Source: an optimization exercise on an open RTL-to-GDS flow (aim: small area and a short achievable clock period). Production flows keep margins and buffers that such runs may drop. Where RTL was checked, it was by simulation tests only, not by an equivalence proof against the original. The clock port is modelled as an ideal driver; clocking choices that lean on that would not hold on a real chip. Power and IR drop assume default switching activity.

==> build 12 <==
==> flow/design.v (excerpt) <==
module ALU(
    input [31:0] rs1,
    input [31:0] rs2,
    input clk,
    input [3:0] sel,
    output reg [31:0] out
);
==> flow/config.mk <==
export PLATFORM = sky130hd
export DESIGN_NAME = ALU
export DESIGN_NICKNAME = ALU
export VERILOG_FILES = /design/flow/design.v
export SDC_FILE = /design/flow/constraint.sdc
export NUM_CORES = 4
export LEC_CHECK = 0
export CAP_MARGIN = 0
export CORE_MARGIN = 2
export CORE_UTILIZATION = 40
export SETUP_SLACK_MARGIN = 1.6
export SLEW_MARGIN = 0
export SYNTH_HIERARCHICAL = 1
==> flow/constraint.sdc <==
create_clock -name core_clock -period 5.0 [get_ports {clk}]
set_input_delay 1.0000 -clock core_clock [delete_from_list [all_inputs] [get_ports {clk}]]
set_output_delay 1.0000 -clock core_clock [all_outputs]
set_load 0.01 [all_outputs]
standard.sh (not shown) runs the stock make flow with config.mk's settings and CLKGATE_MAP_FILE= SYNTH_SCRIPT=/design/flow/synth_recipe.tcl, a recipe that flattens the netlist after the stock synthesis.
==> flow/flow/run.sh <==
#!/bin/bash
# Standard layout with two changes: plain buf_1 cells as the port buffers, and
# every synthesized cell swapped for its smallest size before placement (the
# resizer sizes up again where needed).
set -euo pipefail
export BUFFER_PORTS_ARGS="-buffer_cell sky130_fd_sc_hd__buf_1"
export POST_FLOORPLAN_TCL="$PWD/flow/downsize.tcl"
bash standard.sh finish > make_finish.log 2>&1
==> flow/flow/downsize.tcl <==
# Swap every cell for the smallest cell of the same function (the same name
# without its drive-strength suffix); the resizer's repair steps that follow
# size up again where slew, capacitance or timing need it.
set dont_use [split $::env(DONT_USE_CELLS)]
set smallest [dict create]
foreach lc [get_lib_cells sky130_fd_sc_hd__*] {
  set n [get_name $lc]
  if {[lsearch -exact $dont_use $n] >= 0} { continue }
  if {![regexp {^(.+)_([0-9]+)$} $n -> fam drv]} { continue }
  set a [get_property $lc area]
  if {![dict exists $smallest $fam] || $a < [lindex [dict get $smallest $fam] 1]} {
    dict set smallest $fam [list $n $a]
  }
}
set count 0
foreach inst [get_cells *] {
  set lc [get_lib_cells -of_objects $inst]
  set n [get_name $lc]
  if {![regexp {^(.+)_([0-9]+)$} $n -> fam drv]} { continue }
  if {![dict exists $smallest $fam]} { continue }
  lassign [dict get $smallest $fam] best a
  if {$best ne $n && $a < [get_property $lc area]} {
    replace_cell $inst $best
    incr count
  }
}
puts "downsize.tcl: replaced $count cells"
==> build 41: changes against build 12 <==
SETUP_SLACK_MARGIN = 1.5   (was 1.6)
==> notes <==
Cell count: build 41 is lower than build 12 (about 0.7%). Against build 41, the sequential share of layout area of build 12 is lower by 0.39 points. Between build 12 and build 41, the lower global-route usage is in build 41 (gap 0.50 points). In count of clock-buffer cells in the layout, build 12 and build 41 do not differ. Clock skew is the same in build 41 and build 12. Via count: build 41 is lower than build 12 (about 1.2%). Between build 12 and build 41, the lower final area is in build 41 (gap 3.8%, measured against build 41). In area after synthesis, build 41 and build 12 do not differ.
Function was not checked in any run of this note: the RTL went through the layout flow alone.

========
==> run a <==
ALU, a different RTL version from the one above (not shown whole).
export LEC_CHECK = 0
export CAP_MARGIN = 20
export CORE_MARGIN = 2
export CORE_UTILIZATION = 40
export SETUP_SLACK_MARGIN = 1.3
export SLEW_MARGIN = 20
export SYNTH_HIERARCHICAL = 1
create_clock -name core_clock -period 5.0 [get_ports {clk}]
Scripts as last shown in full above: flow/flow/run.sh, flow/flow/downsize.tcl
==> inputs of run b, as changes to run a <==
==> flow/flow/run.sh (replaced) <==
#!/bin/bash
# Standard layout with three changes: plain buf_1 cells as the port buffers;
# every synthesized cell swapped for its smallest size before placement (the
# resizer sizes up again where needed); and after clock tree synthesis, cells
# the timing repair sized up are sized down again wherever the worst setup
# slack stays at the repair's target (SETUP_SLACK_MARGIN).
set -euo pipefail
export BUFFER_PORTS_ARGS="-buffer_cell sky130_fd_sc_hd__buf_1"
export POST_FLOORPLAN_TCL="$PWD/flow/downsize.tcl"
export POST_CTS_TCL="$PWD/flow/recover.tcl"
bash standard.sh finish > make_finish.log 2>&1
==> flow/flow/recover.tcl (new file) <==
# Area recovery: swap cells for smaller sizes of the same function wherever
# the worst setup slack stays at or above the target.
set ar_period $::env(FLOW_PERIOD_NS)
proc ar_wns {} {
  estimate_parasitics -placement
  return [expr {[sta::worst_slack_cmd max] * 1e9}]
}
proc ar_run {target {product 0}} {
  set fam [dict create]
  foreach lc [get_lib_cells sky130_fd_sc_hd__*] {
    if {[get_property $lc dont_use]} { continue }
    set n [get_name $lc]
    if {![regexp {^(.+)_([0-9]+)$} $n -> f d]} { continue }
    dict lappend fam $f [list $n [get_property $lc area]]
  }
  set wns [ar_wns]
  if {$wns < $target} { set target $wns }
  set a0 [expr {[rsz::design_area] * 1e12}]
  set tried 0
  set kept 0
  set best [expr {$a0 * ($::ar_period - $wns)}]
  foreach inst [get_cells *] {
    set name [get_full_name $inst]
    if {[string match clkbuf_* $name] || [string match clkload* $name]} { continue }
    set lc [get_lib_cells -of_objects $inst]
    if {$lc eq "" || $lc eq "NULL"} { continue }
    set cur [get_name $lc]
    if {![regexp {^(.+)_([0-9]+)$} $cur -> f d]} { continue }
    if {![dict exists $fam $f]} { continue }
    set area [get_property $lc area]
    set smaller {}
    foreach x [dict get $fam $f] { if {[lindex $x 1] < $area} { lappend smaller $x } }
    set smaller [lsort -real -decreasing -index 1 $smaller]
    foreach x $smaller {
      incr tried
      replace_cell $inst [lindex $x 0]
      set w [ar_wns]
      if {$product} {
        set s [expr {[rsz::design_area] * 1e12 * ($::ar_period - $w)}]
        set ok [expr {$s < $best}]
      } else {
        set ok [expr {$w >= $target}]
      }
      if {$ok} {
        if {$product} { set best $s }
        set cur [lindex $x 0]
        incr kept
      } else {
        replace_cell $inst $cur
        break
      }
    }
  }
  set w [ar_wns]
  puts [format "recover.tcl: %d tried, %d kept; area %.1f -> %.1f, wns %.3f (target %.3f)" \
          $tried $kept $a0 [expr {[rsz::design_area] * 1e12}] $w $target]
}
ar_run $::env(SETUP_SLACK_MARGIN)
- SETUP_SLACK_MARGIN: 1.3 -> 1.5
==> inputs of run c, as changes to run a <==
==> flow/flow/run.sh (replaced) <==
#!/bin/bash
# Standard layout with three changes: plain buf_1 cells as the port buffers;
# every synthesized cell swapped for its smallest size before placement (the
# resizer sizes up again where needed); and after clock tree synthesis, cells
# the timing repair sized up are sized down again wherever the worst setup
# slack stays at the repair's target (SETUP_SLACK_MARGIN).
set -euo pipefail
export BUFFER_PORTS_ARGS="-buffer_cell sky130_fd_sc_hd__buf_1"
export POST_FLOORPLAN_TCL="$PWD/flow/downsize.tcl"
export POST_CTS_TCL="$PWD/flow/recover.tcl"
bash standard.sh finish > make_finish.log 2>&1
==> flow/flow/recover.tcl (new file) <==
# Area recovery: swap cells for smaller sizes of the same function wherever
# the worst setup slack stays at or above the target.
set ::ar_period $::env(FLOW_PERIOD_NS)
proc ar_wns {} {
  estimate_parasitics -placement
  return [expr {[sta::worst_slack_cmd max] * 1e9}]
}
proc ar_run {target {product 0}} {
  set fam [dict create]
  foreach lc [get_lib_cells sky130_fd_sc_hd__*] {
    if {[get_property $lc dont_use]} { continue }
    set n [get_name $lc]
    if {![regexp {^(.+)_([0-9]+)$} $n -> f d]} { continue }
    dict lappend fam $f [list $n [get_property $lc area]]
  }
  set wns [ar_wns]
  if {$wns < $target} { set target $wns }
  set a0 [expr {[rsz::design_area] * 1e12}]
  set tried 0
  set kept 0
  set best [expr {$a0 * ($::ar_period - $wns)}]
  foreach inst [get_cells *] {
    set name [get_full_name $inst]
    if {[string match clkbuf_* $name] || [string match clkload* $name]} { continue }
    set lc [get_lib_cells -of_objects $inst]
    if {$lc eq "" || $lc eq "NULL"} { continue }
    set cur [get_name $lc]
    if {![regexp {^(.+)_([0-9]+)$} $cur -> f d]} { continue }
    if {![dict exists $fam $f]} { continue }
    set area [get_property $lc area]
    set smaller {}
    foreach x [dict get $fam $f] { if {[lindex $x 1] < $area} { lappend smaller $x } }
    set smaller [lsort -real -decreasing -index 1 $smaller]
    foreach x $smaller {
      incr tried
      replace_cell $inst [lindex $x 0]
      set w [ar_wns]
      if {$product} {
        set s [expr {[rsz::design_area] * 1e12 * ($::ar_period - $w)}]
        set ok [expr {$s < $best}]
      } else {
        set ok [expr {$w >= $target}]
      }
      if {$ok} {
        if {$product} { set best $s }
        set cur [lindex $x 0]
        incr kept
      } else {
        replace_cell $inst $cur
        break
      }
    }
  }
  set w [ar_wns]
  puts [format "recover.tcl: %d tried, %d kept; area %.1f -> %.1f, wns %.3f (target %.3f)" \
          $tried $kept $a0 [expr {[rsz::design_area] * 1e12}] $w $target]
}
ar_run $::env(SETUP_SLACK_MARGIN)
- SETUP_SLACK_MARGIN: 1.3 -> 1.5
==> summary.txt <==
- Run c completed with no timing, DRC or antenna violations. Run a finished with timing, DRC and antenna clean. Run b aborted during clock tree synthesis.
- Worst hold slack: run a is worse than run c (1.4 ps).
- Of run c and run a, run c has the higher combinational power (gap 3.6%, measured against run a).
- Of run c and run a, run c has the higher critical path depth (gap 4).
- Of run c and run a, run c has the higher fmax (gap about 8%, measured against run a).
- Cell count is about the same in run a and run c.
- Between run a and run c, the lower design area is in run a (gap about 2.6%, measured against run c).
==> figures <==
Core Footprint: run c 15,710 um2; run a 15,710 um2; run b -
Run status: run c complete, no violations; run a complete, no violations; run b did not finish
Failing step: run c -; run a -; run b clock tree synthesis
Tightest Pin Transition: run c 909.3 ps; run a 939.7 ps; run b -
Logic pwr share: run c 0.573; run a 0.544; run b -
CTS tree: run c yes; run a yes; run b -
Hold Crit Start: run c out[16]; run a out[23]; run b -
Overall Global Routing Usage: run c 0.2160; run a 0.2163; run b -
1st-iter DRT viols: run c 1,067; run a 1,269; run b -
Fin crit period: run c 3336 ps; run a 3589 ps; run b -
Total number of sequential cells: run c 32; run a 32; run b -
Routed wire length: run c 19,390 um; run a 19,200 um; run b -
Combinational power: run c 0.913 mW; run a 0.881 mW; run b -
Number of standard cells in the final layout excluding fillers: run c 1,018; run a 1,019; run b -

==> port drivers added, routing unchanged <==
The results above use ideal ports. As a check the final layouts listed here were re-extracted and re-timed, cells and wires unchanged.
Step 1 assumes that a clkbuf_16 drives the clock port and a buf_2 every other input.
Step 2 times the ports against the registers' clock, not the clock port: input delays grow and output delays shrink by t, the midpoint of the rising clock arrivals with the driver on.
a / b / c = ideal ports / drivers / drivers and shift; a / b = the first two.
| run | t, ns | setup WS [ns] | worst hold slack (ns) | worst data-port slew with drivers (ns) | pins driven straight from the clock port |
|---|---|---|---|---|---|
| build 12 | 0.328 | 1.654 / 1.664 / 1.336 | 0.516 / 0.516 / 0.516 | 0.04 | 1 |
| build 41 | 0.319 | 1.625 / 1.642 / 1.323 | 0.511 / 0.511 / 0.511 | 0.05 | 1 |
| run a | 0.322 | 1.411 / 1.426 / 1.104 | 0.512 / 0.512 / 0.512 | 0.05 | 1 |
| run c | 0.340 | 1.664 / 1.683 / 1.343 | 0.513 / 0.513 / 0.513 | 0.05 | 1 |
After both steps setup and hold are still met in every run listed. For run c, which loses most, drivers alone change the setup slack by +0.019 ns; drivers and shift together by -0.321 ns.
